From an optimization exercise on the open Yosys and OpenROAD flow, aimed at small area; shortcuts taken in it are not production practice.
Only simulation tests tie the RTL to the original design; equivalence was not proved.
The clock input has no modelled driver; a real chip could not lean on it and would need a root buffer or a full tree.
Power and IR drop assume default switching activity.

## exp/harbor
## switch
module switch(rst,clk,write_data_0, write_data_1,dest_0,dest_1,write_req_0, write_req_1,
data_ack_0, data_ack_1, read_data_0, read_data_1,read_data_valid_0, read_data_valid_1,source_add_0, source_add_1,
 configuration_address,configuration_data,configuration_data_valid);
Size: ~460 flip-flops, roughly 61 I/O pins, roughly 17000 µm² of cells after synthesis.
Settings: LEC_CHECK=0, CAP_MARGIN=20, CORE_MARGIN=2, CORE_UTILIZATION=60, PLACE_DENSITY=0.7, SLEW_MARGIN=20; clock period 5.0 ns.
standard.sh (not shown) runs the stock make flow with config.mk's settings and CLKGATE_MAP_FILE= SYNTH_SCRIPT=/design/flow/synth_recipe.tcl, a recipe that flattens the netlist after the stock synthesis.
==> flow/flow/run.sh <==
#!/bin/bash
# ORFS layout as the standard.sh does it, with these changes:
#  - synthesis maps the logic with an area-oriented ABC script
#  - a plain two-level clock tree (flow/clock_tree.tcl) in place of TritonCTS
#  - no timing repair at floorplan (REMOVE_ABC_BUFFERS): later stages repair
#    timing with placement in hand
#  - port buffers of the smallest buffer cell
# Each tool's output is in standard.log and in the ORFS logs under orfs/logs.
set -e
export AREA_ABC_SCRIPT=$PWD/flow/area.abc
export FLOW_SYNTH_TCL=$PWD/synth_recipe.tcl
export PRE_CTS_TCL=$PWD/flow/clock_tree.tcl
export CLK_GROUP=16
export CLK_LEAF=sky130_fd_sc_hd__clkbuf_8
export CLK_ROOT=sky130_fd_sc_hd__clkbuf_16
export REMOVE_ABC_BUFFERS=1
export BUFFER_PORTS_ARGS="-buffer_cell sky130_fd_sc_hd__buf_1"
sed "s#SYNTH_SCRIPT=[^ ]*#SYNTH_SCRIPT=$PWD/flow/synth_abc.tcl#" standard.sh > standard_area.sh
bash standard_area.sh > standard.log 2>&1
==> flow/flow/clock_tree.tcl <==
# Loaded by cts.tcl (PRE_CTS_TCL): replaces TritonCTS with a plain two-level
# clock tree, one leaf buffer per compact group of sinks and one root buffer.
proc build_clock_tree {} {
  set group_size [expr {[info exists ::env(CLK_GROUP)] ? $::env(CLK_GROUP) : 24}]
  set leaf_cell  [expr {[info exists ::env(CLK_LEAF)] ? $::env(CLK_LEAF) : "sky130_fd_sc_hd__clkbuf_8"}]
  set root_cell  [expr {[info exists ::env(CLK_ROOT)] ? $::env(CLK_ROOT) : "sky130_fd_sc_hd__clkbuf_16"}]
  set db [ord::get_db]
  set block [ord::get_db_block]
  set clk_net [$block findNet clk]
  set sinks {}
  foreach it [$clk_net getITerms] {
    set inst [$it getInst]
    set bb [$inst getBBox]
    set x [expr {([$bb xMin] + [$bb xMax]) / 2}]
    set y [expr {([$bb yMin] + [$bb yMax]) / 2}]
    lappend sinks [list $x $y $it]
  }
  set n [llength $sinks]
  set ngroups [expr {int(ceil(double($n) / $group_size))}]
  # columns x rows of groups, about square
  set ncols [expr {int(ceil(sqrt($ngroups)))}]
  set nrows [expr {int(ceil(double($ngroups) / $ncols))}]
  set sinks [lsort -integer -index 0 $sinks]
  set per_col [expr {int(ceil(double($n) / $ncols))}]
  set groups {}
  for {set c 0} {$c < $ncols} {incr c} {
    set col [lrange $sinks [expr {$c * $per_col}] [expr {($c + 1) * $per_col - 1}]]
    if {[llength $col] == 0} continue
    set col [lsort -integer -index 1 $col]
    set nr [expr {int(ceil(double([llength $col]) / $group_size))}]
    set per_row [expr {int(ceil(double([llength $col]) / $nr))}]
    for {set r 0} {$r < $nr} {incr r} {
      set g [lrange $col [expr {$r * $per_row}] [expr {($r + 1) * $per_row - 1}]]
      if {[llength $g]} { lappend groups $g }
    }
  }
  # refine the groups: a few rounds of capacity-limited nearest-centre
  # assignment (balanced k-means), so that each group is compact
  set k [llength $groups]
  set cap [expr {int(ceil(double($n) / $k)) + 1}]
  set centres {}
  foreach g $groups {
    set cx 0; set cy 0
    foreach s $g { set cx [expr {$cx + [lindex $s 0]}]; set cy [expr {$cy + [lindex $s 1]}] }
    lappend centres [list [expr {$cx / [llength $g]}] [expr {$cy / [llength $g]}]]
  }
  for {set iter 0} {$iter < 12} {incr iter} {
    set pairs {}
    for {set si 0} {$si < $n} {incr si} {
      set s [lindex $sinks $si]
      for {set ci 0} {$ci < $k} {incr ci} {
        set c [lindex $centres $ci]
        lappend pairs [list [expr {abs([lindex $s 0] - [lindex $c 0]) + abs([lindex $s 1] - [lindex $c 1])}] $si $ci]
      }
    }
    set pairs [lsort -integer -index 0 $pairs]
    set assigned [lrepeat $n -1]
    set counts [lrepeat $k 0]
    set left $n
    foreach p $pairs {
      lassign $p d si ci
      if {[lindex $assigned $si] >= 0 || [lindex $counts $ci] >= $cap} continue
      lset assigned $si $ci
      lset counts $ci [expr {[lindex $counts $ci] + 1}]
      incr left -1
      if {$left == 0} break
    }
    set groups {}
    for {set ci 0} {$ci < $k} {incr ci} { lappend groups {} }
    for {set si 0} {$si < $n} {incr si} {
      set ci [lindex $assigned $si]
      lset groups $ci [concat [lindex $groups $ci] [list [lindex $sinks $si]]]
    }
    set centres {}
    set ng {}
    foreach g $groups {
      if {[llength $g] == 0} continue
      lappend ng $g
      set cx 0; set cy 0
      foreach s $g { set cx [expr {$cx + [lindex $s 0]}]; set cy [expr {$cy + [lindex $s 1]}] }
      lappend centres [list [expr {$cx / [llength $g]}] [expr {$cy / [llength $g]}]]
    }
    set groups $ng
    set k [llength $groups]
  }
  set leaf_master [$db findMaster $leaf_cell]
  set root_master [$db findMaster $root_cell]
  set root_net [odb::dbNet_create $block clknet_root]
  $root_net setSigType CLOCK
  set i 0
  set sx 0; set sy 0
  foreach g $groups {
    set cx 0; set cy 0
    foreach s $g { incr cx [lindex $s 0]; incr cy [lindex $s 1] }
    set cx [expr {$cx / [llength $g]}]
    set cy [expr {$cy / [llength $g]}]
    set buf [odb::dbInst_create $block $leaf_master clkbuf_leaf_$i]
    set net [odb::dbNet_create $block clknet_leaf_$i]
    $net setSigType CLOCK
    foreach s $g {
      set it [lindex $s 2]
      $it disconnect
      $it connect $net
    }
    [$buf findITerm X] connect $net
    [$buf findITerm A] connect $root_net
    $buf setLocation $cx $cy
    $buf setPlacementStatus PLACED
    incr sx $cx; incr sy $cy
    incr i
  }
  set root [odb::dbInst_create $block $root_master clkbuf_root]
  [$root findITerm A] connect $clk_net
  [$root findITerm X] connect $root_net
  $root setLocation [expr {$sx / $i}] [expr {$sy / $i}]
  $root setPlacementStatus PLACED
  puts "clock tree: $n sinks, $i leaf buffers ($leaf_cell), root $root_cell"
}

rename clock_tree_synthesis ""
proc clock_tree_synthesis {args} {
  build_clock_tree
  set_propagated_clock [all_clocks]
}
Other scripts of this flow, unchanged in this note and not shown: flow/flow/area.abc, flow/flow/synth_abc.tcl
exp/harbor closes out successfully: all stages finished, all timing, DRC and antenna checks passed.
Edits applied to the flow inputs when going from exp/harbor to exp/fjord:
Settings: CORE_UTILIZATION: 60 -> 70; PLACE_DENSITY: 0.7 -> 0.8.
-- flow/flow/clock_tree.tcl --
<<< exp/harbor, line 1
# Loaded by cts.tcl (PRE_CTS_TCL): replaces TritonCTS with a plain two-level
# clock tree, one leaf buffer per compact group of sinks and one root buffer.
proc build_clock_tree {} {
  set group_size [expr {[info exists ::env(CLK_GROUP)] ? $::env(CLK_GROUP) : 24}]
>>> exp/fjord, line 1
# Loaded by cts.tcl (PRE_CTS_TCL): replaces TritonCTS with a plain two-level
# clock tree, one leaf buffer per geographic group of sinks and one root buffer.
proc build_clock_tree {} {
  set group_size [expr {[info exists ::env(CLK_GROUP)] ? $::env(CLK_GROUP) : 24}]
<<< exp/harbor, line 34
      if {[llength $g]} { lappend groups $g }
    }
  }
  # refine the groups: a few rounds of capacity-limited nearest-centre
  # assignment (balanced k-means), so that each group is compact
  set k [llength $groups]
  set cap [expr {int(ceil(double($n) / $k)) + 1}]
  set centres {}
  foreach g $groups {
    set cx 0; set cy 0
    foreach s $g { set cx [expr {$cx + [lindex $s 0]}]; set cy [expr {$cy + [lindex $s 1]}] }
    lappend centres [list [expr {$cx / [llength $g]}] [expr {$cy / [llength $g]}]]
  }
  for {set iter 0} {$iter < 12} {incr iter} {
    set pairs {}
    for {set si 0} {$si < $n} {incr si} {
      set s [lindex $sinks $si]
      for {set ci 0} {$ci < $k} {incr ci} {
        set c [lindex $centres $ci]
        lappend pairs [list [expr {abs([lindex $s 0] - [lindex $c 0]) + abs([lindex $s 1] - [lindex $c 1])}] $si $ci]
      }
    }
    set pairs [lsort -integer -index 0 $pairs]
    set assigned [lrepeat $n -1]
    set counts [lrepeat $k 0]
    set left $n
    foreach p $pairs {
      lassign $p d si ci
      if {[lindex $assigned $si] >= 0 || [lindex $counts $ci] >= $cap} continue
      lset assigned $si $ci
      lset counts $ci [expr {[lindex $counts $ci] + 1}]
      incr left -1
      if {$left == 0} break
    }
    set groups {}
    for {set ci 0} {$ci < $k} {incr ci} { lappend groups {} }
    for {set si 0} {$si < $n} {incr si} {
      set ci [lindex $assigned $si]
      lset groups $ci [concat [lindex $groups $ci] [list [lindex $sinks $si]]]
    }
    set centres {}
    set ng {}
    foreach g $groups {
      if {[llength $g] == 0} continue
      lappend ng $g
      set cx 0; set cy 0
      foreach s $g { set cx [expr {$cx + [lindex $s 0]}]; set cy [expr {$cy + [lindex $s 1]}] }
      lappend centres [list [expr {$cx / [llength $g]}] [expr {$cy / [llength $g]}]]
    }
    set groups $ng
    set k [llength $groups]
  }
  set leaf_master [$db findMaster $leaf_cell]
>>> exp/fjord, line 34
      if {[llength $g]} { lappend groups $g }
    }
  }
  set leaf_master [$db findMaster $leaf_cell]
### Flow results
Summary — total power density per cell area, exp/fjord relative to exp/harbor: higher, by 4.1 nW/µm².
Comparing exp/fjord and exp/harbor, the higher iteration-0 DRC count of the detailed router was measured on exp/fjord.
Master of the slowest instance on the critical path = sky130_fd_sc_hd__nor2b_1: exp/harbor; master of the slowest instance on the critical path = sky130_fd_sc_hd__nor4_1: exp/fjord
Taking exp/harbor as the reference, in exp/fjord flip-flop and latch power shows no meaningful change; power has remained practically unchanged; proportion of power drawn by combinational gates lower; worst path buffer plus inverter count up 1; die footprint went down.
exp/fjord vs exp/harbor: actual slew at the worst max-slew pin down in exp/fjord
Chip width (higher): exp/harbor
Changes observed in exp/fjord relative to exp/harbor: routed wire length went down by about 1.6%; fraction of layout instances using a drive strength above 1 went down by 0.55 points.
diff inputs: exp/fjord => exp/tundra
Settings: an added GPL_TIMING_DRIVEN of 0.
--- outcome ---
exp/tundra vs. exp/fjord: sequential share of layout area lost 0.19 points, post-CTS setup buffer count stayed essentially flat. For exp/tundra, the critical path endpoint was mem_b[27], unlike exp/fjord, where it was cnt_b[2]. Diff exp/tundra and exp/fjord: final weighted congestion of routability-driven global placement lower in exp/fjord. Taking exp/fjord as the reference, in exp/tundra worst-case setup slack after placement shows a reduction of 1390 ps; per-instance average area after synthesis has remained practically unchanged.
For exp/yarrow, these inputs were changed with respect to exp/tundra:
Settings: clearing GPL_TIMING_DRIVEN, which used to be 0.
-- flow/flow/run.sh --
<<< exp/tundra, line 3
#  - synthesis maps the logic with an area-oriented ABC script
#  - a plain two-level clock tree (flow/clock_tree.tcl) in place of TritonCTS
#  - no timing repair at floorplan (REMOVE_ABC_BUFFERS): later stages repair
#    timing with placement in hand
#  - port buffers of the smallest buffer cell
# Each tool's output is in standard.log and in the ORFS logs under orfs/logs.
>>> exp/yarrow, line 3
#  - synthesis maps the logic with an area-oriented ABC script
#  - a plain two-level clock tree (flow/clock_tree.tcl) in place of TritonCTS
#  - port buffers of the smallest buffer cell
# Each tool's output is in standard.log and in the ORFS logs under orfs/logs.
[summary]
- Taking exp/tundra as the reference, in exp/yarrow post-route worst setup slack increased by 530 ps relative to the old numbers; number of register bits inferred by synthesis closely matched the old numbers.
- Compare exp/tundra and exp/yarrow | number of inserted filler cells in the final layout lower: exp/tundra
- Worst path required time was higher in exp/yarrow than in exp/tundra.
- On post-route standard cell area excluding fillers, exp/tundra and exp/yarrow are basically level.
In every run of this note, the design's own scripts or RTL, not TritonCTS, make the clock network.

## separate check: timing with driven ports
The results above use ideal ports. As a check the final layouts listed here were re-extracted and re-timed, cells and wires unchanged. Step 1 (the two cells are an assumption about what drives the block):
set clk [get_ports {clk}]
set_driving_cell -lib_cell sky130_fd_sc_hd__clkbuf_16 $clk
set_driving_cell -lib_cell sky130_fd_sc_hd__buf_2 [delete_from_list [all_inputs] $clk]
Step 2 adds t to the input delays and takes it off the output delays; t is the mean of the earliest and latest rising clock arrival at the registers after step 1. Input paths then give back, and output paths get back, about the clock's delay inside the block. Slacks: ideal / step 1 / step 2; pairs: ideal / step 1.
| run | shift t [ns] | slack for setup (ns) | pins driven straight from the clock port |
|---|---|---|---|
| exp/harbor | 0.600 | 0.905 / 0.932 / 0.332 | 1 |
| exp/fjord | 0.585 | 0.826 / 0.847 / 0.261 | 1 |
| exp/tundra | 0.585 | 0.298 / 0.321 / -0.265 | 1 |
| exp/yarrow | 0.585 | 0.826 / 0.847 / 0.261 | 1 |
With both steps, setup timing fails in exp/tundra, where it was met with ideal ports. For exp/harbor, which loses most, drivers alone change the setup slack by +0.027 ns; drivers and shift together by -0.573 ns.
